From an optimization exercise on the open Yosys and OpenROAD flow, aimed at small area; shortcuts taken in it are not production practice.
RTL that was checked went through simulation tests only; none was proved equivalent to the original.
Function not checked in run 1: the RTL went through the layout flow alone.
The flow treats the clock pin as an ideal source, which a real chip does not have.
Power figures rest on the tool's default switching activity, not on a simulated workload.

## flow/design.v

```verilog
module traffic_lights (
  input  logic        clk_i,
  input  logic        srst_i,
  input  logic [2:0]  cmd_type_i,
  input  logic        cmd_valid_i,
  input  logic [15:0] cmd_data_i,
  output logic        red_o,
  output logic        yellow_o,
  output logic        green_o
);
localparam logic [2:0] S_OFF = 3'd0,
                       S_BLK = 3'd1,
                       S_R   = 3'd2,
                       S_RY  = 3'd3,
                       S_G   = 3'd4,
                       S_GB  = 3'd5,
                       S_Y   = 3'd6;
logic [2:0]  state, next_state;
logic [15:0] time_red, time_yellow, time_green;
logic [15:0] u;
logic        p;
logic        term;
logic is_off, is_blk, is_r, is_ry, is_g, is_gb, is_y;
assign is_off = ( state == S_OFF );
assign is_blk = ( state == S_BLK );
assign is_r   = ( state == S_R   );
assign is_ry  = ( state == S_RY  );
assign is_g   = ( state == S_G   );
assign is_gb  = ( state == S_GB  );
assign is_y   = ( state == S_Y   );
logic cmd_on, cmd_off, cmd_blink;
assign cmd_on    = cmd_valid_i && ( cmd_type_i == 3'd0 );
assign cmd_off   = cmd_valid_i && ( cmd_type_i == 3'd1 );
assign cmd_blink = cmd_valid_i && ( cmd_type_i == 3'd2 );
logic is_dur;
assign is_dur = is_r || is_g || is_y;
assign term = !p && ( is_dur ? ( &u ) :
                      is_ry  ? ( u[3] && u[0] ) :             
                      is_gb  ? ( u[3] && u[2] && u[1] ) :     
                               ( u[3] && u[1] && u[0] ) );    
logic go_on, go_blk;
assign go_on  = cmd_on && ( is_off || is_blk );
assign go_blk = cmd_blink && !is_blk;
always_comb
  begin
    next_state = state;
    if( term )
      case( state )
        S_R:     next_state = S_RY;
        S_RY:    next_state = S_G;
        S_G:     next_state = S_GB;
        S_GB:    next_state = S_Y;
        S_Y:     next_state = S_R;
        default: ;
      endcase
    if( go_on )                 next_state = S_R;
    if( go_blk )                next_state = S_BLK;
    if( cmd_off && !is_off )    next_state = S_OFF;
  end
always_ff @( posedge clk_i )
  if( srst_i )
    state <= S_OFF;
  else
    state <= next_state;
logic sel_r, sel_g, sel_y, load;
assign sel_r  = go_on || ( is_y && term && !cmd_blink );
assign sel_g  = is_ry && term && !cmd_blink;
assign sel_y  = is_gb && term && !cmd_blink;
assign load   = go_blk || go_on || term;
logic [15:0] nl;    
assign nl = ~( ( {16{sel_r}} & time_red   ) |
               ( {16{sel_g}} & time_green ) |
               ( {16{sel_y}} & time_yellow ) );
logic [16:0] c;     
logic [15:0] x;
assign c[0] = p && ( u[15] || u[0] || !is_dur );
always_comb
  for( int i = 0; i < 16; i++ )
    begin
      c[i+1] = c[i] && u[i];
      x[i]   = u[i] ^ c[i];
    end
always_ff @( posedge clk_i )
  begin
    p <= load || !p;
    u <= nl & ( {16{load}} | x );
  end
always_ff @( posedge clk_i )
  if( cmd_valid_i && is_blk )
    case( cmd_type_i )
      3'd3: time_green  <= cmd_data_i;
      3'd4: time_red    <= cmd_data_i;
      3'd5: time_yellow <= cmd_data_i;
      default: ;
    endcase
logic [3:0] m;
assign m = u[3:0];
assign red_o    = is_r || is_ry;
assign yellow_o = is_ry || is_y ||
                  ( is_blk && ( u[15] || m < 4'd5 || ( m == 4'd5 && !p ) ) );
assign green_o  = is_g ||
                  ( is_gb && ( u[15] || m < 4'd5 || ( m == 4'd5 && !p ) ||
                               m >= 4'd12 || ( m == 4'd11 && p ) ) );
endmodule
```

## flow/flow/run.sh

```bash
#!/bin/bash
# Own layout flow: the standard synthesis, then the same synthesis with an
# area-oriented ABC script (registers unchanged, checked against the standard
# synthesis), then the standard ORFS layout with small port buffers and a
# lighter clock tree.
set -euo pipefail
W=$(pwd)
F=$W/flow
PLAT=${FLOW_PLATFORM:-sky130hd}
R=$W/orfs/results/$PLAT/traffic_lights/base

# 1. standard synthesis (reference for the registers)
bash standard.sh synth > $W/log_synth_std.txt 2>&1
cp $R/1_2_yosys.v $W/std_1_2_yosys.v

# 2. area-oriented synthesis with a few ABC scripts; keep the smallest
best=""; best_area=""
for s in $F/abc*.script; do
  n=$(basename $s .script)
  make -C $FLOW_HOME DESIGN_CONFIG=$W/config.mk WORK_HOME=$W/orfs_$n CLKGATE_MAP_FILE= \
    SYNTH_SCRIPT=$F/mysynth.tcl MY_ABC=$s synth > $W/log_synth_$n.txt 2>&1 || continue
  v=$W/orfs_$n/results/$PLAT/traffic_lights/base/1_2_yosys.v
  python3 $F/flopcheck.py $W/std_1_2_yosys.v $v >> $W/log_flopcheck.txt 2>&1 || continue
  a=$(grep 'Chip area' $W/orfs_$n/reports/$PLAT/traffic_lights/base/synth_stat.txt | awk '{print $NF}')
  echo "$n $a" >> $W/log_areas.txt
  if [[ -z "$best" ]] || python3 -c "import sys; sys.exit(0 if $a < $best_area else 1)"; then
    best=$v; best_area=$a
  fi
done
if [[ -n "$best" ]]; then
  cp $best $R/1_2_yosys.v
  touch $R/1_2_yosys.v
fi

# 3. layout
bash standard.sh \
  "BUFFER_PORTS_ARGS=-buffer_cell sky130_fd_sc_hd__buf_1" \
  "CTS_ARGS=-sink_clustering_enable -sink_clustering_size 35 -sink_clustering_max_diameter 400 -repair_clock_nets -dont_use_dummy_load -buf_list sky130_fd_sc_hd__clkbuf_4 -root_buf sky130_fd_sc_hd__clkbuf_4" \
  finish > $W/log_layout.txt 2>&1
```

## flow/flow/abc1.script

```
strash
&get -n
&st
&syn2
&dch -f
&nf -a -R 1000
&st
&syn2
&dch -f
&nf -a -R 1000
&put
```

## flow/flow/abc2.script

```
strash
dc2
&get -n
&st
&dch -f
&nf -a -R 2000
&st
&syn3
&dch -f
&nf -a -R 2000
&st
&syn2
&dch -f
&nf -a -R 2000
&put
```

## flow/flow/abc3.script

```
strash
&get -n
&dch
&nf -a -R 1000
&put
```

## flow/flow/flopcheck.py

```python
# flopcheck.py std.v my.v : same flip-flop instances (name and cell type)?
import re, sys
def flops(f):
    t = open(f).read()
    return sorted(re.findall(r'^\s*(sky130_fd_sc_hd__(?:e?df\w+|dl\w+|sdf\w+))\s+(\S+)\s*\(', t, re.M))
a, b = flops(sys.argv[1]), flops(sys.argv[2])
print(len(a), len(b))
sys.exit(0 if a == b and a else 1)
```

## flow/flow/genlib.py

```python
import re,sys
t=open(sys.argv[2]).read()
cells=re.split(r'\n\s*cell\s*\(\s*"?',t)[1:]
out=[]
for c in cells:
    name=re.match(r'([\w]+)',c).group(1)
    if re.search(r'\b(ff|latch|statetable)\s*\(',c): continue
    ins=[];outs=[]
    for m in re.finditer(r'(?<![\w_])pin\s*\(\s*"?(\w+)"?\s*\)\s*\{',c):
        pn=m.group(1); body=c[m.end():]
        nxt=re.search(r'(?<![\w_])pin\s*\(',body)
        if nxt: body=body[:nxt.start()]
        d=re.search(r'direction\s*:\s*"?(\w+)',body)
        if not d: continue
        d=d.group(1)
        if d=='input': ins.append(pn)
        elif d=='output':
            f=re.search(r'\bfunction\s*:\s*"([^"]*)"',body)
            outs.append((pn,f.group(1) if f else None))
    if not outs or any(f is None for _,f in outs): continue
    ports=ins+[o for o,_ in outs]
    s=f"module {name}({', '.join(ports)});\n"
    for i in ins: s+=f"  input {i};\n"
    for o,f in outs:
        e=f.replace('!','~').replace('*','&').replace('+','|')
        e=re.sub(r'\)\s*\(',')&(',e)
        s+=f"  output {o};\n  assign {o} = {e};\n"
    s+="endmodule\n"
    out.append(s)
open(sys.argv[1],'w').write(''.join(out))
print(len(out))
```

## flow/flow/mysynth.tcl

```tcl
proc synth {args} { yosys synth -nofsm -noshare {*}$args }
set f [open $::env(SCRIPTS_DIR)/synth.tcl]
set t [read $f]
close $f
set n [regsub -all {log_cmd abc \{\*\}\$abc_args} $t {log_cmd abc {*}[lreplace $abc_args 1 1 $::env(MY_ABC)]} t]
if { $n != 1 } { error "abc call not found in synth.tcl" }
uplevel #0 $t
# left out here: clear keep_hierarchy, flatten, clean up, hide names made inside functions, write 1_2_yosys.v
```

## flow/standard.sh

```bash
#!/bin/bash
# synth_recipe.tcl (not shown) runs the flow's synth.tcl, then flattens the netlist and writes it again
# the make line also repeats each setting of config.mk as NAME=value (left out here)
make -C /OpenROAD-flow-scripts/flow DESIGN_CONFIG=/design/flow/config.mk WORK_HOME=/design/flow/orfs CLKGATE_MAP_FILE= SYNTH_SCRIPT=/design/flow/synth_recipe.tcl "${@:-finish}"
```

## flow/config.mk

```make
export PLATFORM = sky130hd
export DESIGN_NAME = traffic_lights
export DESIGN_NICKNAME = traffic_lights
export VERILOG_FILES = /design/flow/design.v
export SDC_FILE = /design/flow/constraint.sdc
export NUM_CORES = 4
export LEC_CHECK = 0
export CAP_MARGIN = 20
export CORE_MARGIN = 2
export CORE_UTILIZATION = 40
export GPL_TIMING_DRIVEN = 0
export SLEW_MARGIN = 20
```

## flow/constraint.sdc

```tcl
create_clock -name core_clock -period 5.0 [get_ports {clk_i}]
set_input_delay 1.0000 -clock core_clock [delete_from_list [all_inputs] [get_ports {clk_i}]]
set_output_delay 1.0000 -clock core_clock [all_outputs]
set_load 0.01 [all_outputs]
```

==> impl_metrics.py, run 1 <==
metrics = {
    "status": {
        "outcome": "no timing/DRC/antenna violations",
    },
    "setup_path": {
        "critPathKind": "reg -> reg",
        "cp-start-kind": "flip-flop",
        "endpoint_kind": "flip-flop",
        "worstPathRequired_ns": 5.29,
        "path_max_fanout": 9,
        "worst_ep_arrival_time_ns": 4.58,
    },
    "clock_network": {
        "cts-root-buf": "clkbuf_4",
        "ctsResizeCount": 0,
        "cts_buffer_depth": 2,
        "cts_tree": "done",
        "postCtsSetupBuffers": 0,
        "cts.reportedPaths.clkPinSlew_ns": 0.09,
        "htree_levels": 3,
        "cts_made_buffers": 9,
        "ctsHoldBuffers": 0,
        "clock_sinks": 68,
        "clock_latency_ns": 0.40,
    },
    "synthesis": {
        "avgSynthCellArea_um2": 14.7,
        "ys_warn_count": 1,
        "syn_area_um2": 2670,
        "synthesis.nets": 219,
        "synthCells": 182,
    },
    "power": {
        "p_leak_nw": 0.990,
        "intPower_mw": 0.852,
        "p_clk_share_pct": 20.5,
        "power_mw": 1.15,
        "switching_share_pct": 26.0,
        "p_seq_share_pct": 62.0,
        "power_frac_comb_pct": 17.5,
        "vdd_drop_max_uv": 157,
        "powerDensity_nw_per_um2": 388,
        "p_switching_mw": 0.300,
    },
    "layout": {
        "drive_above_1_share_pct": 7.80,
        "final_area_um2": 2970,
        "finalNonFillerCells": 295,
        "finalNetCount": 257,
        "areaGrowthSynthToFinish_pct": 11.3,
        "final_cell_mix": "48 x edfxtp_1, 24 x buf_1, 20 x dfxtp_1",
        "diodes": 0,
        "layout_commonest_cell": "edfxtp_1",
    },
    "floorplanning": {
        "pin_count": 25,
        "die_area_um2": 7340,
        "start_util_pct": 41.8,
        "rows": 29,
        "die_h_um": 85.7,
        "die-width_um": 85.7,
        "core_area_um2": 6390,
    },
    "place": {
        "gp_congestion": 0.822,
        "portBuffers": 24,
        "dpl.hpwl_um": 3410,
        "dpl_cell_area_um2": 2900,
        "placed_cells": 286,
    },
    "grt": {
        "antenna_found_initial": 0,
        "grt_max_degree": 19,
        "track_usage_pct": 14.9,
        "grt_pass1_vias": 1700,
        "grt_pass1_wl_um": 8160,
        "grt_overflow": 0,
    },
    "sta": {
        "clock.fmax_ghz": 0.233,
        "fin_crit_sh_pct": 85.9,
        "setup_tns_ns": 0,
        "clock_skew_ns": 0.0404,
        "setup_violations": 0,
        "slew_headroom_pct": 45.1,
        "final-hold-violation-count": 0,
        "drv_slew": 0,
        "min_period_ns": 4.30,
        "grt_setup_unrepaired": "false",
        "tightest_slew_ns": 0.819,
    },
    "flow_run": {
        "cap_viol_max_count": 0,
    },
    "drt": {
        "routedWlPerCell_um": 16.5,
        "routed_via_density": 5.67,
        "wl_um": 4870,
        "drt_pre_antenna_iters": 7,
        "detail-route-antenna-nets": 0,
        "first_iter_violations": 152,
        "drt_drc_violations_left": 0,
        "via_count": 1672,
    },
    "worst_hold_path": {
        "min_path_type": "reg -> reg",
    },
}
-- worst max-delay path, stage by stage, from the launching register on --
cell,delay (ns)
dfxtp_1,0.48
nor2_1,0.16
or2_0,0.30
o31a_1,0.27
ha_1,0.18
ha_1,0.18
ha_1,0.18
ha_1,0.19
ha_1,0.18
ha_1,0.18
ha_1,0.18
ha_1,0.18
ha_1,0.18
ha_1,0.18
ha_1,0.18
ha_1,0.18
ha_1,0.18
ha_1,0.18
ha_1,0.18
xor2_1,0.14
o21a_1,0.16
-- area by class of cell --
| type | count | area, um^2 |
|---|---|---|
| Timing Repair Buffer | 27 | 120 |
| Clock buffer | 9 | 67.6 |
| Tap cell | 77 | 96.3 |
| Multi-Input combinational cell | 111 | 832 |
| Sequential cell | 68 | 1840 |
| Fill cell | 606 | 3420 |
| Inverter | 3 | 11.3 |
-- per-layer routing --
layer	wire length [um]	vias up	track usage, %	part of all wire, %
met1	2170	810	17.4	44
li1	-	820	-	-
met2	2380	38	24.1	49
met4	69	0	6.06	1.4
met5	0	-	0	0
met3	252	4	6.26	5.2
-- power by group through the flow --
| stage | clock (mW) | combinational, mW | sequential (mW) |
|---|---|---|---|
| final | 0.237 | 0.201 | 0.714 |
| after global routing | 0.274 | 0.240 | 0.725 |
| after CTS | 0.248 | 0.207 | 0.715 |
| after detailed placement | 0 | 0.207 | 0.728 |
| after global placement | 0 | 0.201 | 0.727 |
| after floorplan | 0 | 0.160 | 0.713 |
-- worst paths after layout --
| kind | start | end | slack (ns) | depth (start not counted) |
|---|---|---|---|---|
| worst max-delay path | state[1] | u[15] | 0.70 | 20 |
| worst min-delay path | p | p | 0.45 | 1 |
| worst max register to register | state[1] | u[15] | 0.70 | 20 |
| worst min register to register | p | p | 0.45 | 1 |
-- stage by stage --
stage	hold slack, ns	worst slack (ns)	utilization, %
2_1_floorplan	0.396	0.996	-
3_3_place_gp	0.419	0.682	44.7
3_5_place_dp	0.427	0.680	45.4
4_1_cts	0.443	0.685	46.5
5_1_grt	0.485	0.476	46.5
6_report	0.446	0.705	46.5
-- state kept, by name, summed over array words and instances, names as in the netlist --
name,flops
p,1
state,3
time_green,16
time_red,16
time_yellow,16
u,16
==> inputs of run 2 (changes only) <==
--- a/flow/design.v
+++ b/flow/design.v
@@ -10,9 +10,9 @@
 );
-localparam logic [2:0] S_OFF = 3'd0,
-                       S_BLK = 3'd1,
-                       S_R   = 3'd2,
-                       S_RY  = 3'd3,
-                       S_G   = 3'd4,
-                       S_GB  = 3'd5,
-                       S_Y   = 3'd6;
+localparam logic [2:0] S_OFF = 3'd4,
+                       S_BLK = 3'd0,
+                       S_R   = 3'd6,
+                       S_RY  = 3'd2,
+                       S_G   = 3'd3,
+                       S_GB  = 3'd1,
+                       S_Y   = 3'd7;
 logic [2:0]  state, next_state;
--- a/flow/flow/run.sh
+++ b/flow/flow/run.sh
@@ -37,3 +37,3 @@
   "BUFFER_PORTS_ARGS=-buffer_cell sky130_fd_sc_hd__buf_1" \
-  "CTS_ARGS=-sink_clustering_enable -sink_clustering_size 35 -sink_clustering_max_diameter 400 -repair_clock_nets -dont_use_dummy_load -buf_list sky130_fd_sc_hd__clkbuf_4 -root_buf sky130_fd_sc_hd__clkbuf_4" \
+  "CTS_ARGS=${CTS_ARGS_OVERRIDE:--sink_clustering_enable -repair_clock_nets -dont_use_dummy_load -buf_list sky130_fd_sc_hd__clkbuf_4 -root_buf sky130_fd_sc_hd__clkbuf_4}" \
   finish > $W/log_layout.txt 2>&1
==> flow/flow/abc4.script (new file) <==
strash
&get -n
&st
&syn3
&dch -f
&nf -a -R 1000
&put
==> flow/flow/abc5.script (new file) <==
strash
&get -n
&st
&dch -x -f
&nf -a -R 1000
&put
--- a/flow/config.mk
+++ b/flow/config.mk
@@ -9,3 +9,3 @@
 export CORE_MARGIN = 2
-export CORE_UTILIZATION = 40
+export CORE_UTILIZATION = 60
 export GPL_TIMING_DRIVEN = 0
==> run 2 against run 1 <==
  * Still clean on timing, DRC and antenna
  * Synthesized area down 1.2%
  * Final area shrank 3.1%
  * Wire length is 4.7% lower
  * Clock skew up 0.010 ns
==> impl_metrics.py, run 2 <==
metrics = {
    "status": {
        "outcome": "no timing/DRC/antenna violations",
    },
    "drt": {
        "wl_um": 4650,
        "routedWlPerCell_um": 17.8,
        "first_iter_violations": 175,
        "detail-route-antenna-nets": 0,
        "via_count": 1649,
        "routed_via_density": 6.32,
        "drt_drc_violations_left": 0,
        "drt_pre_antenna_iters": 5,
    },
    "synthesis": {
        "syn_area_um2": 2640,
        "ys_warn_count": 1,
        "avgSynthCellArea_um2": 15.0,
        "synthCells": 176,
        "synthesis.nets": 213,
    },
    "floorplanning": {
        "rows": 24,
        "pin_count": 25,
        "start_util_pct": 61.4,
        "die_area_um2": 4940,
        "die_h_um": 70.3,
        "core_area_um2": 4290,
        "die-width_um": 70.3,
    },
    "place": {
        "gp_congestion": 0.920,
        "dpl.hpwl_um": 3000,
        "portBuffers": 24,
    },
    "grt": {
        "track_usage_pct": 20.7,
        "grt_overflow": 0,
        "grt_max_degree": 18,
        "antenna_found_initial": 0,
        "grt_pass1_wl_um": 7620,
        "grt_pass1_vias": 1651,
    },
    "sta": {
        "setup_violations": 0,
        "tightest_slew_ns": 0.976,
        "fin_crit_sh_pct": 86.1,
        "min_period_ns": 4.30,
        "clock_skew_ns": 0.0506,
        "drv_slew": 0,
        "clock.fmax_ghz": 0.232,
        "setup_tns_ns": 0,
        "slew_headroom_pct": 34.9,
        "hold_ws_ns": 0.439,
        "final-hold-violation-count": 0,
        "grt_setup_unrepaired": "false",
    },
    "clock_network": {
        "cts-root-buf": "clkbuf_4",
        "cts_buffer_depth": 2,
        "ctsResizeCount": 0,
        "ctsHoldBuffers": 0,
        "clock_sinks": 68,
        "clock_latency_ns": 0.41,
        "cts_tree": "done",
        "postCtsSetupBuffers": 0,
        "htree_levels": 3,
        "cts_made_buffers": 9,
        "cts.reportedPaths.clkPinSlew_ns": 0.08,
    },
    "setup_path": {
        "path_max_fanout": 14,
        "cp_common_cell": "ha_1",
        "crit_family": "adder cells",
        "path_cells": "o21ai_0 -> o31a_1 -> ha_1 -> ha_1 -> ha_1 -> ha_1 -> ha_1 -> ha_1 -> ha_1 -> ha_1 -> ha_1 -> ha_1 -> ha_1 -> ha_1 -> ha_1 -> ha_1 -> ha_1 -> xor2_1 -> o21a_1",
        "worst-path-buf-inv": 0,
        "cp-start-kind": "flip-flop",
        "cpMaxStageDelayCell": "dfxtp_1",
        "worstPathRequired_ns": 5.28,
        "critPathKind": "reg -> reg",
        "endpoint_kind": "flip-flop",
        "slowest_delay_ns": 0.60,
        "worst_ep_arrival_time_ns": 4.58,
    },
    "layout": {
        "final_cell_mix": "48 x edfxtp_1, 24 x buf_1, 20 x dfxtp_1",
        "areaGrowthSynthToFinish_pct": 9.06,
        "finish.utilization_pct": 67.0,
        "layout_commonest_cell": "edfxtp_1",
        "diodes": 0,
        "finalNetCount": 248,
        "drive_above_1_share_pct": 7.18,
    },
    "worst_hold_path": {
        "min_path_type": "reg -> reg",
    },
    "flow_run": {
        "cap_viol_max_count": 0,
    },
    "power": {
        "vdd_drop_max_uv": 181,
        "powerDensity_nw_per_um2": 399,
        "power_mw": 1.15,
        "p_leak_nw": 0.943,
    },
}
==> run 2: per-layer routing <==
layer,vias to the layer above,wire length (um),track usage [%]
met4,0,70,11.8
met5,-,0,0
li1,796,-,-
met2,48,2380,33.6
met3,8,209,5.77
met1,797,1990,24.7
==> run 2: final cells by class <==
class                   count  area [um^2]
clock buffers               9         67.6
fillers                   312         1420
inverters                   3         11.3
multi-input cells         105          801
flip-flops and latches     68         1840
well taps                  52         65.1
repair buffers             24         90.1
==> run 2: worst paths after layout <==
kind | startpoint | endpoint | slack, ns | cells after the start
max | state[1] | u[15] | 0.70 | 19
min | p | p | 0.44 | 1
max reg2reg | state[1] | u[15] | 0.70 | 19
min reg2reg | p | p | 0.44 | 1
==> run 2: worst register-to-register path, delay by kind of cell, from the launching register on <==
family	cells	cell delay, ns
AOI/OAI and AO/OA	3	0.72
adders and majority gates	15	2.77
DFF	1	0.60
xor gates and xnor gates	1	0.14
==> run 2: power by group <==
group / switching [mW] / internal, mW
sequential: 0.0494 / 0.661
combinational: 0.0971 / 0.107
clock: 0.149 / 0.0835
==> run 2: through the flow <==
step	setup WS [ns]	area [um^2]	instances
after global placement	0.622	2790	252
after detailed placement	0.718	2810	252
after floorplan	1.07	2640	176
after global routing	0.511	2880	261
after CTS	0.706	2870	261
final	0.697	2880	261
==> inputs of run 3 (changes only) <==
--- a/flow/flow/run.sh
+++ b/flow/flow/run.sh
@@ -34,6 +34,9 @@
 
-# 3. layout
+# 3. layout; the clock tree is built by flow/cts_pre.tcl (four clock buffers
+# fed by the clock port), CTS is told to skip the clock net
+export MCT_NBUF=${MCT_NBUF:-4}
+export MCT_CELL=${MCT_CELL:-sky130_fd_sc_hd__clkbuf_8}
 bash standard.sh \
   "BUFFER_PORTS_ARGS=-buffer_cell sky130_fd_sc_hd__buf_1" \
-  "CTS_ARGS=${CTS_ARGS_OVERRIDE:--sink_clustering_enable -repair_clock_nets -dont_use_dummy_load -buf_list sky130_fd_sc_hd__clkbuf_4 -root_buf sky130_fd_sc_hd__clkbuf_4}" \
+  "PRE_CTS_TCL=$F/cts_pre.tcl" \
   finish > $W/log_layout.txt 2>&1
==> flow/flow/cts_pre.tcl (new file) <==
# PRE_CTS hook: build a small manual clock tree; CTS then skips the clock.
source [file join [file dirname [info script]] mantree.tcl]
build_manual_clock_tree clk_i $::env(MCT_NBUF) $::env(MCT_CELL)
==> flow/flow/mantree.tcl (new file) <==
# Manual clock tree: the clock port drives NBUF clock buffers, each driving
# a compact group of flip-flops (recursive bisection of their positions).
proc mct_split { sinks n } {
  if { $n <= 1 || [llength $sinks] <= 1 } { return [list $sinks] }
  set xs [lmap s $sinks { lindex $s 0 }]
  set ys [lmap s $sinks { lindex $s 1 }]
  set dx [expr { [tcl::mathfunc::max {*}$xs] - [tcl::mathfunc::min {*}$xs] }]
  set dy [expr { [tcl::mathfunc::max {*}$ys] - [tcl::mathfunc::min {*}$ys] }]
  set idx [expr { $dx >= $dy ? 0 : 1 }]
  set sinks [lsort -integer -index $idx $sinks]
  set n1 [expr { $n / 2 }]
  set k [expr { int(round(double([llength $sinks]) * $n1 / $n)) }]
  return [concat [mct_split [lrange $sinks 0 [expr { $k - 1 }]] $n1] \
                 [mct_split [lrange $sinks $k end] [expr { $n - $n1 }]]]
}

proc build_manual_clock_tree { clk_port nbuf cell } {
  set block [ord::get_db_block]
  set db [ord::get_db]
  set clk_net [[$block findBTerm $clk_port] getNet]
  set master [$db findMaster $cell]
  set sinks {}
  foreach it [$clk_net getITerms] {
    set inst [$it getInst]
    set box [$inst getBBox]
    lappend sinks [list [expr { ([$box xMin] + [$box xMax]) / 2 }] \
                        [expr { ([$box yMin] + [$box yMax]) / 2 }] $it]
  }
  set g 0
  foreach grp [mct_split $sinks $nbuf] {
    if { [llength $grp] == 0 } { continue }
    set inst [odb::dbInst_create $block $master "clkbuf_man_$g"]
    set net [odb::dbNet_create $block "clknet_man_$g"]
    $net setSigType CLOCK
    [$inst findITerm A] connect $clk_net
    [$inst findITerm X] connect $net
    set sx 0; set sy 0
    foreach s $grp {
      set it [lindex $s 2]
      $it disconnect
      $it connect $net
      incr sx [lindex $s 0]; incr sy [lindex $s 1]
    }
    set cnt [llength $grp]
    $inst setLocation [expr { $sx / $cnt }] [expr { $sy / $cnt }]
    $inst setPlacementStatus PLACED
    puts "manual clock tree: buffer $g ($cell) drives $cnt flip-flops"
    incr g
  }
  set_cts_config -skip_nets [list [$clk_net getName]]
}
removed: flow/flow/genlib.py
==> run 3 against run 2 <==
  * Sequential cell count unchanged
  * Register-to-register slack lost 0.02 ns
  * Critical path depth is the same
  * Sequential share of layout area up 0.28 points
==> impl_metrics.py, run 3 <==
metrics = {
    "sta": {
        "slew_headroom_pct": 36.2,
        "clock.fmax_ghz": 0.231,
        "final-hold-violation-count": 0,
        "setup_tns_ns": 0,
        "tightest_slew_ns": 0.957,
        "drv_slew": 0,
        "setup_violations": 0,
        "clock_skew_ns": 0.0117,
        "grt_setup_unrepaired": "false",
        "fin_crit_sh_pct": 86.5,
        "min_period_ns": 4.33,
    },
    "grt": {
        "met1_usage_pct": 24.3,
        "gr-usage-met2_pct": 33.6,
        "grt_pass1_wl_um": 7430,
        "antenna_found_initial": 0,
        "grt_overflow": 0,
        "grt_busiest_layer": "met2",
        "grt_pass1_vias": 1624,
        "track_usage_pct": 18.5,
        "grt_max_degree": 18,
        "grt_use_met3_pct": 1.59,
    },
    "floorplanning": {
        "die_h_um": 70.3,
        "die-width_um": 70.3,
        "rows": 24,
        "die_area_um2": 4940,
        "pin_count": 25,
        "core_area_um2": 4290,
        "start_util_pct": 61.4,
    },
    "drt": {
        "first_iter_violations": 173,
        "routedWlPerCell_um": 17.7,
        "routed_via_density": 6.27,
        "via_count": 1606,
        "drt_pre_antenna_iters": 5,
        "drt_drc_violations_left": 0,
        "detail-route-antenna-nets": 0,
        "wl_um": 4530,
    },
    "synthesis": {
        "avgSynthCellArea_um2": 15.0,
        "synthesis.nets": 213,
        "synthCells": 176,
        "ys_warn_count": 1,
        "syn_area_um2": 2640,
    },
    "status": {
        "outcome": "no timing/DRC/antenna violations",
    },
    "setup_path": {
        "worstPathRequired_ns": 5.06,
        "crit_family": "adder cells",
        "worst_ep_arrival_time_ns": 4.39,
        "path_cells": "o21ai_0 -> o31a_1 -> ha_1 -> ha_1 -> ha_1 -> ha_1 -> ha_1 -> ha_1 -> ha_1 -> ha_1 -> ha_1 -> ha_1 -> ha_1 -> ha_1 -> ha_1 -> ha_1 -> ha_1 -> xor2_1 -> o21a_1",
        "cp.depth": 19,
        "endpoint_kind": "flip-flop",
        "cp-start-kind": "flip-flop",
        "rr_worst_depth": 19,
        "critPathKind": "reg -> reg",
        "cp_common_cell": "ha_1",
        "worst-path-buf-inv": 0,
        "path_max_fanout": 14,
        "cpMaxStageDelayCell": "dfxtp_1",
        "slowest_delay_ns": 0.61,
    },
    "power": {
        "vdd_drop_max_uv": 239,
        "powerDensity_nw_per_um2": 388,
        "p_leak_nw": 0.930,
    },
    "clock_network": {
        "cts.reportedPaths.clkPinSlew_ns": 0.10,
        "ctsHoldBuffers": 0,
        "ctsResizeCount": 0,
        "postCtsSetupBuffers": 0,
        "clock_latency_ns": 0.16,
    },
    "layout": {
        "final_cell_mix": "48 x edfxtp_1, 24 x buf_1, 20 x dfxtp_1",
        "drive_above_1_share_pct": 4.90,
        "finish.utilization_pct": 66.7,
        "finalNetCount": 243,
        "finalNonFillerCells": 256,
        "layout_commonest_cell": "edfxtp_1",
        "areaGrowthSynthToFinish_pct": 8.59,
        "diodes": 0,
        "fillers": 312,
    },
    "place": {
        "dpl.hpwl_um": 3000,
        "gp_congestion": 0.920,
        "portBuffers": 24,
        "placed_cells": 252,
    },
    "worst_hold_path": {
        "holdPathStages": 1,
        "min_path_type": "reg -> reg",
    },
    "flow_run": {
        "cap_viol_max_count": 0,
    },
}
-- run 3: cell type report --
type	instances	area [um^2]	area share, %
Sequential cell	68	1840	64.3
Multi-Input combinational cell	105	801	28.0
Timing Repair Buffer	24	90.1	3.15
Tap cell	52	65.1	2.27
Buffer	4	55.1	1.92
Inverter	3	11.3	0.393
-- run 3: worst paths after layout --
check	start	endpoint	slack, ns
setup reg to reg	state[1]	u[15]	0.67
hold reg to reg	p	p	0.45
hold / removal	p	p	0.45
setup / recovery	state[1]	u[15]	0.67
-- run 3: metal layers --
layer | routed length, um | vias up
met5 | 0 | -
met3 | 263 | 6
li1 | - | 783
met2 | 2370 | 38
met4 | 54 | 0
met1 | 1840 | 779
-- run 3: where the power goes --
group | total [mW] | internal [mW] | switching, mW
logic | 0.204 | 0.107 | 0.0970
registers | 0.710 | 0.661 | 0.0492
clock network | 0.196 | 0.0741 | 0.122
total | 1.11 | 0.842 | 0.268
-- run 3: stage by stage --
stage,hold WS (ns),total power [mW],area [um^2],setup slack [ns]
2_1_floorplan,0.392,0.867,2640,1.07
3_3_place_gp,0.421,0.913,2790,0.622
3_5_place_dp,0.420,0.928,2810,0.718
4_1_cts,0.426,1.09,2860,0.685
5_1_grt,0.470,1.18,2860,0.470
6_report,0.451,1.11,2860,0.673
-- run 3: worst register-to-register path, stage by stage (launching register included) --
cell	delay [ns]
dfxtp_1	0.61
o21ai_0	0.26
o31a_1	0.29
ha_1	0.18
ha_1	0.18
ha_1	0.19
ha_1	0.18
ha_1	0.19
ha_1	0.18
ha_1	0.18
ha_1	0.19
ha_1	0.19
ha_1	0.18
ha_1	0.19
ha_1	0.20
ha_1	0.18
ha_1	0.18
ha_1	0.19
xor2_1	0.14
o21a_1	0.16
==> inputs of run 4 (changes only) <==
==> flow/flow/abc1.script (replaced) <==
strash
&get -n
&st
&syn3
&dch -f
&nf -a -R 1000
&put
==> flow/flow/abc2.script (replaced) <==
strash
&get -n
&deepsyn -T 60
&put
strash
&get -n
&st
&dch -f
&nf -a -R 1000
&put
==> flow/flow/abc3.script (replaced) <==
strash
&get -n
&deepsyn -T 120 -S 7
&put
strash
&get -n
&st
&dch -f
&nf -a -R 1000
&put
--- a/flow/config.mk
+++ b/flow/config.mk
@@ -7,3 +7,3 @@
 export LEC_CHECK = 0
-export CAP_MARGIN = 20
+export CAP_MARGIN = 0
 export CORE_MARGIN = 2
@@ -11,2 +11,2 @@
 export GPL_TIMING_DRIVEN = 0
-export SLEW_MARGIN = 20
+export SLEW_MARGIN = 0
removed: flow/flow/abc4.script
removed: flow/flow/abc5.script
==> run 4 against run 3 <==
  * Still clean
  * Clock skew grew 0.0035 ns
  * Sequential cell count did not move
  * Sequential share of layout area shrank 0.58 points
  * Worst hold slack gained 0.015 ns
  * Clock power about the same
  * Final area rose by 0.92%
  * First-iteration DRC count is the same
  * Global-route usage is 0.55 points lower
  * Maximum frequency about the same
==> impl_metrics.py, run 4 <==
metrics = {
    "layout": {
        "final_cell_mix": "48 x edfxtp_1, 24 x buf_1, 20 x dfxtp_1",
        "finalNonFillerCells": 256,
        "multi_input_area_um2": 767,
        "layout_commonest_cell": "edfxtp_1",
        "drive_above_1_share_pct": 5.88,
        "fillers": 304,
        "areaGrowthSynthToFinish_pct": 10.6,
        "regArea_um2": 1840,
        "diodes": 0,
        "finalNetCount": 243,
    },
    "sta": {
        "setup_tns_ns": 0,
        "clock_skew_ns": 0.0152,
        "final-hold-violation-count": 0,
        "min_period_ns": 4.33,
        "clock.fmax_ghz": 0.231,
        "slew_headroom_pct": 21.9,
        "fin_crit_sh_pct": 86.6,
        "drv_slew": 0,
        "fin_ws_ns": 0.669,
        "setup_violations": 0,
        "tightest_slew_ns": 1.17,
        "grt_setup_unrepaired": "false",
    },
    "power": {
        "switching_share_pct": 24.7,
        "vdd_drop_max_uv": 296,
        "intPower_mw": 0.862,
        "power_frac_comb_pct": 20.3,
        "p_clk_share_pct": 17.0,
        "powerDensity_nw_per_um2": 396,
        "p_seq_share_pct": 62.7,
        "p_leak_nw": 0.984,
        "p_switching_mw": 0.282,
    },
    "status": {
        "outcome": "no timing/DRC/antenna violations",
    },
    "setup_path": {
        "rr_worst_depth": 19,
        "rr_startpoint": "state[1]",
        "path_max_fanout": 9,
        "worst_ep_arrival_time_ns": 4.42,
        "cp-start-kind": "flip-flop",
        "endpoint_kind": "flip-flop",
        "r2r_end": "u[15]",
        "rrSetupSlack_ns": 0.67,
        "critPathKind": "reg -> reg",
        "worstPathRequired_ns": 5.09,
    },
    "place": {
        "placed_cells": 252,
        "gp_congestion": 0.881,
        "portBuffers": 24,
        "post-place-ws_ns": 0.704,
        "dpl.hpwl_um": 3220,
    },
    "floorplanning": {
        "die_h_um": 70,
        "start_util_pct": 61.3,
        "pin_count": 25,
        "rows": 24,
        "die_area_um2": 4900,
        "core_area_um2": 4260,
        "die-width_um": 70,
    },
    "worst_hold_path": {
        "min_path_type": "reg -> reg",
        "holdPathStages": 1,
        "hold_start": "p",
        "min_to": "p",
    },
    "grt": {
        "grt_pass1_vias": 1505,
        "grt_busiest_layer": "met2",
        "met1_usage_pct": 24.2,
        "grt_overflow": 0,
        "antenna_found_initial": 0,
        "grt_max_degree": 19,
        "track_usage_pct": 17.9,
        "grt_pass1_wl_um": 7110,
        "grt_use_met3_pct": 1.88,
        "gr-usage-met2_pct": 32.6,
    },
    "drt": {
        "wl_um": 4450,
        "detail-route-antenna-nets": 0,
        "routed_via_density": 6.11,
        "routedWlPerCell_um": 17.4,
        "drt_pre_antenna_iters": 6,
        "via_count": 1564,
        "first_iter_violations": 173,
        "drt_drc_violations_left": 0,
    },
    "synthesis": {
        "synthesis.nets": 208,
        "syn_area_um2": 2610,
        "synthCells": 171,
        "ys_warn_count": 1,
        "avgSynthCellArea_um2": 15.3,
    },
    "clock_network": {
        "ctsResizeCount": 0,
        "ctsHoldBuffers": 0,
        "cts.reportedPaths.clkPinSlew_ns": 0.10,
        "postCtsSetupBuffers": 0,
        "clock_latency_ns": 0.16,
    },
    "flow_run": {
        "cap_viol_max_count": 0,
    },
}
## run 4: layout make-up
type	count	area share, %
Sequential cell	68	63.7
Multi-Input combinational cell	98	26.5
Timing Repair Buffer	29	4.94
Inverter	5	0.649
Tap cell	52	2.25
Buffer	4	1.90
## run 4: worst max-delay path by stage
stage | startpoint | endpoint | cells after the start
after global placement | state[1] | u[14] | 18
after detailed placement | state[1] | u[15] | 19
final | state[1] | u[15] | 19
after floorplan | state[1] | u[14] | 18
after global routing | state[1] | u[15] | 19
after CTS | state[1] | u[15] | 19
## run 4: per-layer routing
metal  vias to the layer above  share of wire [%]
li1                        776                  -
met1                       742                 45
met2                        42                 49
met3                         4                4.9
met4                         0                1.0
met5                         -                  0
## run 4: per-stage QoR
step / cell area, um^2 / util [%] / hold WS (ns) / power [mW]
6_report: 2890 / 67.8 / 0.467 / 1.14
5_1_grt: 2890 / 67.8 / 0.473 / 1.22
3_5_place_dp: 2830 / 66.4 / 0.423 / 0.962
3_3_place_gp: 2770 / 64.9 / 0.409 / 0.940
4_1_cts: 2890 / 67.7 / 0.426 / 1.12
2_1_floorplan: 2610 / - / 0.393 / 0.890
## run 4: power groups by stage
| stage | registers [mW] | clock network [mW] | logic, mW |
|---|---|---|---|
| final | 0.718 | 0.195 | 0.232 |
| after global routing | 0.723 | 0.225 | 0.269 |
| after CTS | 0.730 | 0.154 | 0.234 |
| after detailed placement | 0.729 | 0 | 0.232 |
| after global placement | 0.724 | 0 | 0.215 |
| after floorplan | 0.715 | 0 | 0.175 |
## run 4: critical path, stage by stage, from the launching register on
cell      delay, ns
dfxtp_1        0.52
clkinv_1       0.23
o41a_1         0.46
ha_1           0.19
ha_1           0.19
ha_1           0.19
ha_1           0.20
ha_1           0.19
ha_1           0.17
ha_1           0.18
ha_1           0.19
ha_1           0.18
ha_1           0.17
ha_1           0.18
ha_1           0.18
ha_1           0.18
ha_1           0.19
ha_1           0.19
xnor2_1        0.12
a21boi_0       0.17
==> inputs of run 5 (changes only) <==
--- a/flow/config.mk
+++ b/flow/config.mk
@@ -9,3 +9,3 @@
 export CORE_MARGIN = 2
-export CORE_UTILIZATION = 60
+export CORE_UTILIZATION = 70
 export GPL_TIMING_DRIVEN = 0
==> run 5 against run 4 <==
  * Clock power is essentially flat
  * Final area shrank 0.78%
  * Critical endpoint is now u[14]
  * Synthesized cell count is the same
  * Largest cell class unchanged
  * Wire length shrank 0.22%
  * Core utilization grew 11 points
  * Final cell count shrank 2.3%
  * Still clean on timing, DRC and antenna
  * Clock skew shrank 0.0047 ns
  * First-iteration DRC count grew 0.58%
==> impl_metrics.py, run 5 <==
metrics = {
    "status": {
        "outcome": "no timing/DRC/antenna violations",
    },
    "drt": {
        "routedWlPerCell_um": 17.8,
        "via_count": 1580,
        "drt_drc_violations_left": 0,
        "detail-route-antenna-nets": 0,
        "drt_pre_antenna_iters": 5,
        "first_iter_violations": 174,
        "wl_um": 4440,
        "routed_via_density": 6.32,
    },
    "synthesis": {
        "synthesis.nets": 208,
        "avgSynthCellArea_um2": 15.3,
        "synthCells": 171,
        "syn_area_um2": 2610,
        "ys_warn_count": 1,
    },
    "floorplanning": {
        "die_area_um2": 4240,
        "rows": 22,
        "pin_count": 25,
        "start_util_pct": 71.9,
        "die-width_um": 65.1,
        "die_h_um": 65.1,
        "core_area_um2": 3630,
    },
    "sta": {
        "setup_violations": 0,
        "fin_crit_sh_pct": 87.7,
        "final-hold-violation-count": 0,
        "clock_skew_ns": 0.0104,
        "setup_tns_ns": 0,
        "slew_headroom_pct": 20.7,
        "hold_ws_ns": 0.439,
        "min_period_ns": 4.38,
        "fin_ws_ns": 0.617,
        "clock.fmax_ghz": 0.228,
        "drv_slew": 0,
        "tightest_slew_ns": 1.19,
        "grt_setup_unrepaired": "false",
    },
    "setup_path": {
        "path_max_fanout": 9,
        "worstPathRequired_ns": 5.06,
        "worst_ep_arrival_time_ns": 4.44,
        "rr_startpoint": "state[1]",
        "critPathKind": "reg -> reg",
        "cp-start-kind": "flip-flop",
        "endpoint_kind": "flip-flop",
        "critical_path.startpoint": "state[1]",
    },
    "power": {
        "vdd_drop_max_uv": 311,
        "p_leak_nw": 0.971,
        "power_mw": 1.15,
        "powerDensity_nw_per_um2": 401,
    },
    "worst_hold_path": {
        "hold_start": "p",
        "min_path_type": "reg -> reg",
    },
    "place": {
        "dpl.hpwl_um": 3080,
        "dpl_cell_area_um2": 2800,
        "gp_congestion": 0.871,
        "post-place-ws_ns": 0.660,
        "portBuffers": 24,
    },
    "layout": {
        "final_cell_mix": "48 x edfxtp_1, 24 x buf_1, 20 x dfxtp_1",
        "final_area_um2": 2870,
        "diodes": 0,
        "fillers": 235,
        "layout_commonest_cell": "edfxtp_1",
        "drive_above_1_share_pct": 5.94,
        "areaGrowthSynthToFinish_pct": 9.72,
        "finalNetCount": 241,
    },
    "grt": {
        "grt_pass1_wl_um": 7050,
        "grt_pass1_vias": 1547,
        "track_usage_pct": 21.8,
        "antenna_found_initial": 0,
        "grt_overflow": 0,
        "grt_max_degree": 19,
    },
    "flow_run": {
        "cap_viol_max_count": 0,
    },
    "clock_network": {
        "postCtsSetupBuffers": 0,
        "ctsHoldBuffers": 0,
        "cts.reportedPaths.clkPinSlew_ns": 0.10,
        "ctsResizeCount": 0,
        "clock_latency_ns": 0.16,
    },
}
[run 5: report_power, final]
group	leakage [nW]	internal, mW	switching, mW
combinational	0.343	0.123	0.117
clock	0.0288	0.0740	0.120
sequential	0.599	0.667	0.0492
total	0.971	0.864	0.286
[run 5: worst max-delay path, stage by stage (launching register included)]
cell,delay (ns)
dfxtp_1,0.52
clkinv_1,0.24
o41a_1,0.48
ha_1,0.20
ha_1,0.19
ha_1,0.18
ha_1,0.18
ha_1,0.18
ha_1,0.18
ha_1,0.18
ha_1,0.20
ha_1,0.19
ha_1,0.18
ha_1,0.18
ha_1,0.19
ha_1,0.19
ha_1,0.20
ha_1,0.27
o21a_1,0.18
[run 5: metal layers]
| metal | GRT usage (%) | share of wire (%) |
|---|---|---|
| met1 | 28.8 | 42 |
| met2 | 39.2 | 49 |
| met3 | 2.57 | 6.6 |
| met4 | 5.21 | 2.3 |
| met5 | 0 | 0 |
[run 5: final cells by class]
| type | instances | area, um^2 | area share, % |
|---|---|---|---|
| buffer | 4 | 55.1 | 1.92 |
| tap | 48 | 60.1 | 2.09 |
| timing repair buffer | 27 | 120 | 4.19 |
| inverter | 5 | 18.8 | 0.654 |
| multi-input combinational | 98 | 772 | 26.9 |
| sequential | 68 | 1840 | 64.2 |
[run 5: through the flow]
stage               util (%)  cells
finish                  78.9    250
floorplan                  -    171
global placement        76.1    243
detailed placement      77.2    246
CTS                     78.7    250
global route            78.9    250
[run 5: worst paths after layout]
path              endpoint  cells past startpoint  slack [ns]
setup reg to reg     u[14]                     18        0.62
setup / recovery     u[14]                     18        0.62
hold reg to reg          p                      1        0.44
hold / removal           p                      1        0.44
==> inputs of run 6 (changes only) <==
--- a/flow/config.mk
+++ b/flow/config.mk
@@ -7,6 +7,6 @@
 export LEC_CHECK = 0
-export CAP_MARGIN = 0
+export CAP_MARGIN = 20
 export CORE_MARGIN = 2
-export CORE_UTILIZATION = 70
+export CORE_UTILIZATION = 60
 export GPL_TIMING_DRIVEN = 0
-export SLEW_MARGIN = 0
+export SLEW_MARGIN = 20
==> run 6 against run 5 <==
  * Largest power group unchanged
  * First-iteration DRC count fell by 8.0%
  * Critical endpoint unchanged
  * Wire length fell by 0.52%
  * Power fell by 0.23%
==> impl_metrics.py, run 6 <==
metrics = {
    "floorplanning": {
        "pin_count": 25,
        "die_h_um": 70,
        "die-width_um": 70,
        "core_area_um2": 4260,
        "start_util_pct": 61.3,
        "rows": 24,
        "die_area_um2": 4900,
    },
    "clock_network": {
        "cts.reportedPaths.clkPinSlew_ns": 0.10,
        "ctsResizeCount": 0,
        "ctsHoldBuffers": 0,
        "clock_latency_ns": 0.16,
        "postCtsSetupBuffers": 0,
    },
    "sta": {
        "tightest_slew_ns": 0.911,
        "fin_crit_sh_pct": 86.7,
        "final-hold-violation-count": 0,
        "drv_slew": 0,
        "min_period_ns": 4.34,
        "slew_headroom_pct": 39.2,
        "clock.fmax_ghz": 0.231,
        "setup_tns_ns": 0,
        "setup_violations": 0,
        "grt_setup_unrepaired": "false",
        "clock_skew_ns": 0.0132,
    },
    "drt": {
        "via_count": 1556,
        "drt_pre_antenna_iters": 4,
        "first_iter_violations": 160,
        "routed_via_density": 6.13,
        "wl_um": 4420,
        "detail-route-antenna-nets": 0,
        "drt_drc_violations_left": 0,
        "routedWlPerCell_um": 17.4,
    },
    "worst_hold_path": {
        "min_path_type": "reg -> reg",
        "hold_start": "p",
    },
    "layout": {
        "layout_commonest_cell": "edfxtp_1",
        "multi_input_area_um2": 774,
        "drive_above_1_share_pct": 6.44,
        "finalNetCount": 241,
        "areaGrowthSynthToFinish_pct": 10.0,
        "regArea_um2": 1840,
        "diodes": 0,
        "final_cell_mix": "48 x edfxtp_1, 24 x buf_1, 20 x dfxtp_1",
        "fillers": 326,
    },
    "setup_path": {
        "cp-start-kind": "flip-flop",
        "worst_ep_arrival_time_ns": 4.39,
        "worstPathRequired_ns": 5.06,
        "path_max_fanout": 9,
        "rr_startpoint": "state[1]",
        "critPathKind": "reg -> reg",
        "critical_path.startpoint": "state[1]",
        "endpoint_kind": "flip-flop",
    },
    "synthesis": {
        "synthCells": 171,
        "avgSynthCellArea_um2": 15.3,
        "syn_area_um2": 2610,
        "synthesis.nets": 208,
        "ys_warn_count": 1,
    },
    "place": {
        "portBuffers": 24,
        "gp_congestion": 0.881,
        "dpl.hpwl_um": 3130,
    },
    "grt": {
        "grt_max_degree": 19,
        "grt_overflow": 0,
        "grt_pass1_wl_um": 7150,
        "grt_pass1_vias": 1586,
        "track_usage_pct": 18.0,
        "antenna_found_initial": 0,
    },
    "flow_run": {
        "cap_viol_max_count": 0,
    },
    "power": {
        "power_mw": 1.15,
        "p_leak_nw": 0.971,
        "vdd_drop_max_uv": 263,
        "powerDensity_nw_per_um2": 399,
    },
    "status": {
        "outcome": "no timing/DRC/antenna violations",
    },
}
## run 6: final cells by class
type,instances,share of cell area (%)
Inverter,5,0.653
Buffer,4,1.91
Sequential cell,68,64.1
Tap cell,52,2.26
Multi-Input combinational cell,98,26.9
Timing Repair Buffer,27,4.18
## run 6: path summary, 6_finish.rpt
check | endpoint | slack, ns | cells past startpoint
max | u[14] | 0.66 | 18
max reg2reg | u[14] | 0.66 | 18
min | p | 0.45 | 1
min reg2reg | p | 0.45 | 1
## run 6: where the power goes
| group | internal, mW | switching (mW) |
|---|---|---|
| Clock | 0.0741 | 0.123 |
| Sequential | 0.667 | 0.0513 |
| Combinational | 0.121 | 0.110 |
## run 6: stage by stage
stage	setup WS, ns	instances	hold slack [ns]	util [%]	area [um^2]
3_5_place_dp	0.693	250	0.420	66.1	2820
2_1_floorplan	1.04	171	0.393	-	2610
3_3_place_gp	0.801	247	0.409	64.9	2770
6_report	0.664	254	0.455	67.4	2880
5_1_grt	0.360	254	0.472	67.4	2880
4_1_cts	0.683	254	0.419	67.4	2870
## run 6: worst max-delay path, stage by stage (launching register included)
cell      delay (ns)
dfxtp_1         0.53
clkinv_1        0.23
o41a_1          0.47
ha_1            0.19
ha_1            0.18
ha_1            0.19
ha_1            0.20
ha_1            0.18
ha_1            0.17
ha_1            0.18
ha_1            0.19
ha_1            0.18
ha_1            0.18
ha_1            0.18
ha_1            0.18
ha_1            0.18
ha_1            0.18
ha_1            0.27
o21a_1          0.18
## run 6: metal layers
layer / part of all wire [%] / GRT usage [%]
met1: 44 / 24.7
met2: 50 / 31.6
met3: 5.9 / 1.88
met5: 0 / 0
met4: 0.93 / 3.63
==> inputs of run 7 (changes only) <==
--- a/flow/flow/run.sh
+++ b/flow/flow/run.sh
@@ -38,3 +38,14 @@
 export MCT_CELL=${MCT_CELL:-sky130_fd_sc_hd__clkbuf_8}
+# the layout's repair may use only small buffers (the platform's don't-use list
+# plus the larger buffers)
+DU=$(make -s -f - <<MK
+include $FLOW_HOME/platforms/$PLAT/config.mk
+all:
+	@echo \$(DONT_USE_CELLS)
+MK
+)
+DU="$DU sky130_fd_sc_hd__buf_4 sky130_fd_sc_hd__buf_6 sky130_fd_sc_hd__buf_8 sky130_fd_sc_hd__buf_12 sky130_fd_sc_hd__buf_16"
+echo "$DU" > $W/log_dont_use.txt
 bash standard.sh \
+  "DONT_USE_CELLS=$DU" \
   "BUFFER_PORTS_ARGS=-buffer_cell sky130_fd_sc_hd__buf_1" \
==> run 7 against run 6 <==
  * Still clean
  * Clock skew about the same
  * First-iteration DRC count increased by 7.5%
  * Sequential cell count unchanged
  * Sequential power about the same
  * Setup slack improved by 0.022 ns
  * Synthesized cell count unchanged
  * Worst hold slack got worse by 0.0039 ns
  * Die area unchanged
  * Register-to-register slack improved by 0.02 ns
  * Clock power about the same
  * Sequential share of layout area increased by 0.34 points
  * Critical path type unchanged
  * Highest routed layer unchanged
==> impl_metrics.py, run 7 <==
metrics = {
    "drt": {
        "first_iter_violations": 172,
        "drt_drc_violations_left": 0,
        "via_count": 1572,
        "drt_pre_antenna_iters": 9,
        "wl_um": 4380,
        "detail-route-antenna-nets": 0,
        "routedWlPerCell_um": 17.3,
        "routed_via_density": 6.19,
    },
    "layout": {
        "fillers": 320,
        "final_cell_mix": "48 x edfxtp_1, 24 x buf_1, 20 x dfxtp_1",
        "drive_above_1_share_pct": 6.44,
        "layout_commonest_cell": "edfxtp_1",
        "finalNetCount": 241,
        "areaGrowthSynthToFinish_pct": 9.43,
        "multi_input_area_um2": 774,
        "finish.utilization_pct": 67.1,
        "regArea_um2": 1840,
        "finalNonFillerCells": 254,
        "diodes": 0,
        "final_area_um2": 2860,
    },
    "power": {
        "p_leak_nw": 0.969,
        "powerDensity_nw_per_um2": 399,
        "vdd_drop_max_uv": 279,
    },
    "setup_path": {
        "endpoint_kind": "flip-flop",
        "cp_common_cell": "ha_1",
        "path_cells": "clkinv_1 -> o41a_1 -> ha_1 -> ha_1 -> ha_1 -> ha_1 -> ha_1 -> ha_1 -> ha_1 -> ha_1 -> ha_1 -> ha_1 -> ha_1 -> ha_1 -> ha_1 -> ha_1 -> ha_1 -> o21a_1",
        "path_max_fanout": 9,
        "rr_startpoint": "state[1]",
        "critPathKind": "reg -> reg",
        "worstPathRequired_ns": 5.06,
        "rrSetupSlack_ns": 0.69,
        "cp-start-kind": "flip-flop",
        "cpMaxStageDelayCell": "dfxtp_1",
        "rr_worst_depth": 18,
        "worst_ep_arrival_time_ns": 4.38,
        "slowest_delay_ns": 0.52,
        "r2r_end": "u[14]",
    },
    "sta": {
        "setup_violations": 0,
        "drv_slew": 0,
        "grt_setup_unrepaired": "false",
        "fin_ws_ns": 0.686,
        "slew_headroom_pct": 40.2,
        "fin_crit_sh_pct": 86.3,
        "final-hold-violation-count": 0,
        "min_period_ns": 4.31,
        "setup_tns_ns": 0,
        "clock.fmax_ghz": 0.232,
        "clock_skew_ns": 0.0129,
        "tightest_slew_ns": 0.896,
    },
    "place": {
        "placed_cells": 250,
        "post-place-ws_ns": 0.710,
        "portBuffers": 24,
        "dpl_cell_area_um2": 2800,
        "dpl.hpwl_um": 3090,
        "gp_congestion": 0.881,
    },
    "clock_network": {
        "ctsResizeCount": 0,
        "postCtsSetupBuffers": 0,
        "clock_latency_ns": 0.16,
        "ctsHoldBuffers": 0,
        "cts.reportedPaths.clkPinSlew_ns": 0.10,
    },
    "grt": {
        "antenna_found_initial": 0,
        "grt_use_met3_pct": 2.45,
        "grt_pass1_vias": 1521,
        "gr-usage-met2_pct": 30.4,
        "grt_pass1_wl_um": 6980,
        "track_usage_pct": 17.5,
        "grt_max_degree": 19,
        "grt_overflow": 0,
        "grt_busiest_layer": "met2",
        "met1_usage_pct": 24.2,
    },
    "floorplanning": {
        "rows": 24,
        "core_area_um2": 4260,
        "die_area_um2": 4900,
        "start_util_pct": 61.3,
        "die_h_um": 70,
        "pin_count": 25,
        "die-width_um": 70,
    },
    "synthesis": {
        "synthCells": 171,
        "avgSynthCellArea_um2": 15.3,
        "ys_warn_count": 1,
        "synthesis.nets": 208,
        "syn_area_um2": 2610,
    },
    "worst_hold_path": {
        "min_path_type": "reg -> reg",
        "holdPathStages": 1,
        "hold_start": "p",
        "min_to": "p",
    },
    "status": {
        "outcome": "no timing/DRC/antenna violations",
    },
    "flow_run": {
        "cap_viol_max_count": 0,
    },
}
[run 7: how the worst max path moves through the flow]
stage,cells after the start,startpoint,end
floorplan,18,state[1],u[14]
global placement,18,state[1],u[14]
detailed placement,18,state[1],u[14]
CTS,18,state[1],u[14]
global route,19,state[1],u[15]
finish,18,state[1],u[14]
[run 7: power by group]
group,internal [mW],switching (mW)
clock,0.0741,0.123
sequential,0.667,0.0499
combinational,0.119,0.109
total,0.860,0.282
[run 7: cell type report]
type | instances | share of cell area, %
well taps | 52 | 2.27
flip-flops and latches | 68 | 64.4
inverters | 5 | 0.656
repair buffers | 27 | 3.67
multi-input cells | 98 | 27.1
plain buffers | 4 | 1.92
[run 7: metal layers]
| metal | routed length (um) | share of wire [%] |
|---|---|---|
| met5 | 0 | 0 |
| met2 | 2130 | 49 |
| met4 | 63 | 1.4 |
| met3 | 307 | 7.0 |
| met1 | 1890 | 43 |
[run 7: stage by stage]
stage               hold slack [ns]  power (mW)
detailed placement            0.423       0.961
global placement              0.409       0.940
global route                  0.470        1.22
finish                        0.451        1.14
CTS                           0.424        1.12
floorplan                     0.393       0.890
[run 7: critical path, delay by kind of cell, from the launching register on]
family                   cells  cell delay, ns
buffers and inverters        1            0.23
AO/OA/AOI/OAI                2            0.65
flip-flops                   1            0.52
adder cells (fa/ha/maj)     15            2.81
==> inputs of run 8 (changes only) <==
--- a/flow/flow/run.sh
+++ b/flow/flow/run.sh
@@ -34,6 +34,6 @@
 
-# 3. layout; the clock tree is built by flow/cts_pre.tcl (four clock buffers
+# 3. layout; the clock tree is built by flow/cts_pre.tcl (two clock buffers
 # fed by the clock port), CTS is told to skip the clock net
-export MCT_NBUF=${MCT_NBUF:-4}
-export MCT_CELL=${MCT_CELL:-sky130_fd_sc_hd__clkbuf_8}
+export MCT_NBUF=${MCT_NBUF:-2}
+export MCT_CELL=${MCT_CELL:-sky130_fd_sc_hd__clkbuf_16}
 # the layout's repair may use only small buffers (the platform's don't-use list
==> run 8 against run 7 <==
  * Still clean on timing, DRC and antenna
  * Worst hold slack gained 0.0049 ns
  * Global-route usage decreased by 0.22 points
  * Power decreased by 0.23%
  * Maximum frequency about the same
  * Sequential power about the same
  * Clock power is 2% lower
  * Final cell count decreased by 0.79%
  * Sequential cell count unchanged
  * Core utilization decreased by 0.12 points
  * Via count down 0.95%
  * Critical path type unchanged
  * Largest power group unchanged
==> impl_metrics.py, run 8 <==
metrics = {
    "clock_network": {
        "ctsResizeCount": 0,
        "cts.reportedPaths.clkPinSlew_ns": 0.11,
        "postCtsSetupBuffers": 0,
        "clock_latency_ns": 0.17,
        "ctsHoldBuffers": 0,
    },
    "drt": {
        "via_count": 1557,
        "routedWlPerCell_um": 17.0,
        "detail-route-antenna-nets": 0,
        "routed_via_density": 6.18,
        "drt_pre_antenna_iters": 7,
        "drt_drc_violations_left": 0,
        "first_iter_violations": 171,
        "wl_um": 4290,
    },
    "sta": {
        "setup_violations": 0,
        "slew_headroom_pct": 39.8,
        "clock_skew_ns": 0.00636,
        "min_period_ns": 4.31,
        "clock.fmax_ghz": 0.232,
        "fin_ws_ns": 0.688,
        "fin_crit_sh_pct": 86.2,
        "grt_setup_unrepaired": "false",
        "setup_tns_ns": 0,
        "drv_slew": 0,
        "final-hold-violation-count": 0,
        "tightest_slew_ns": 0.902,
    },
    "status": {
        "outcome": "no timing/DRC/antenna violations",
    },
    "setup_path": {
        "crit_family": "adder cells",
        "slowest_delay_ns": 0.51,
        "path_max_fanout": 9,
        "cpMaxStageDelayCell": "dfxtp_1",
        "cp-start-kind": "flip-flop",
        "worst-path-buf-inv": 1,
        "worstPathRequired_ns": 5.07,
        "cp_common_cell": "ha_1",
        "worst_ep_arrival_time_ns": 4.38,
        "critPathKind": "reg -> reg",
        "path_cells": "clkinv_1 -> o41a_1 -> ha_1 -> ha_1 -> ha_1 -> ha_1 -> ha_1 -> ha_1 -> ha_1 -> ha_1 -> ha_1 -> ha_1 -> ha_1 -> ha_1 -> ha_1 -> ha_1 -> ha_1 -> o21a_1",
        "endpoint_kind": "flip-flop",
    },
    "synthesis": {
        "syn_area_um2": 2610,
        "synthesis.nets": 208,
        "avgSynthCellArea_um2": 15.3,
        "ys_warn_count": 1,
        "synthCells": 171,
    },
    "place": {
        "post-place-ws_ns": 0.710,
        "dpl.hpwl_um": 3090,
        "gp_congestion": 0.881,
        "portBuffers": 24,
    },
    "flow_run": {
        "cap_viol_max_count": 0,
    },
    "floorplanning": {
        "die-width_um": 70,
        "rows": 24,
        "die_h_um": 70,
        "pin_count": 25,
        "start_util_pct": 61.3,
        "core_area_um2": 4260,
        "die_area_um2": 4900,
    },
    "worst_hold_path": {
        "min_path_type": "reg -> reg",
    },
    "power": {
        "p_leak_nw": 0.965,
        "vdd_drop_max_uv": 205,
        "powerDensity_nw_per_um2": 399,
    },
    "grt": {
        "grt_overflow": 0,
        "grt_max_degree": 35,
        "grt_pass1_vias": 1487,
        "track_usage_pct": 17.3,
        "antenna_found_initial": 0,
        "grt_pass1_wl_um": 6920,
    },
    "layout": {
        "drive_above_1_share_pct": 5.50,
        "fillers": 318,
        "regArea_um2": 1840,
        "layout_commonest_cell": "edfxtp_1",
        "multi_input_area_um2": 774,
        "diodes": 0,
        "final_cell_mix": "48 x edfxtp_1, 24 x buf_1, 20 x dfxtp_1",
        "finalNetCount": 239,
        "areaGrowthSynthToFinish_pct": 9.24,
    },
}
-- run 8: stage by stage --
stage	std cells	utilization, %	total power [mW]	hold WS (ns)	cell area, um^2
3_3_place_gp	247	64.9	0.940	0.409	2770
5_1_grt	252	67.0	1.22	0.472	2860
6_report	252	67.0	1.14	0.456	2860
3_5_place_dp	250	65.7	0.961	0.423	2800
4_1_cts	252	66.9	1.12	0.424	2850
2_1_floorplan	171	-	0.890	0.393	2610
-- run 8: area by class of cell --
type                    count  share of cell area, %
flip-flops and latches     68                   64.5
multi-input cells          98                   27.1
well taps                  52                   2.28
repair buffers             27                   3.68
plain buffers               2                   1.75
inverters                   5                  0.657
-- run 8: final timing paths --
| check | cells past startpoint | startpoint | to | slack (ns) |
|---|---|---|---|---|
| max | 18 | state[1] | u[14] | 0.69 |
| min | 1 | p | p | 0.46 |
| max reg2reg | 18 | state[1] | u[14] | 0.69 |
| min reg2reg | 1 | p | p | 0.46 |
-- run 8: where the power goes --
| part | internal, mW | switching (mW) |
|---|---|---|
| registers | 0.667 | 0.0505 |
| logic | 0.119 | 0.109 |
| clock network | 0.0745 | 0.120 |
-- run 8: routing by layer --
layer	track usage, %	vias to the layer above	wire (um)
met5	0	-	0
met4	2.56	0	47
met3	1.59	8	219
met2	30.2	50	2090
met1	24.5	739	1940
li1	-	760	-

re-timing with driven ports:
In the flow no input, the clock included, has a driving cell. The finished layouts below were timed again as built, in two steps.
Step 1 sets driving cells, clkbuf_16 on the clock port and buf_2 on the other inputs (assumed; they add their load-dependent delay and slew).
Step 2 adds t to the input delays and takes it off the output delays; t is the mean of the earliest and latest rising clock arrival at the registers after step 1. Input paths then give back, and output paths get back, about the clock's delay inside the block.
Slacks: no drivers / after step 1 / after step 2; pairs: no drivers / after step 1.
run | shift t [ns] | setup slack, ns | worst register clock-pin slew, ns
run 1 | 0.406 | 0.705 / 0.705 / 0.705 | 0.11 / 0.11
run 2 | 0.406 | 0.697 / 0.697 / 0.697 | 0.12 / 0.12
run 3 | 0.207 | 0.673 / 0.673 / 0.673 | 0.10 / 0.10
run 4 | 0.208 | 0.669 / 0.669 / 0.669 | 0.10 / 0.10
run 5 | 0.208 | 0.617 / 0.617 / 0.617 | 0.10 / 0.10
run 6 | 0.206 | 0.664 / 0.664 / 0.664 | 0.10 / 0.10
run 7 | 0.206 | 0.686 / 0.686 / 0.686 | 0.10 / 0.10
run 8 | 0.209 | 0.688 / 0.688 / 0.688 | 0.11 / 0.11
After both steps setup and hold are still met in every run listed.
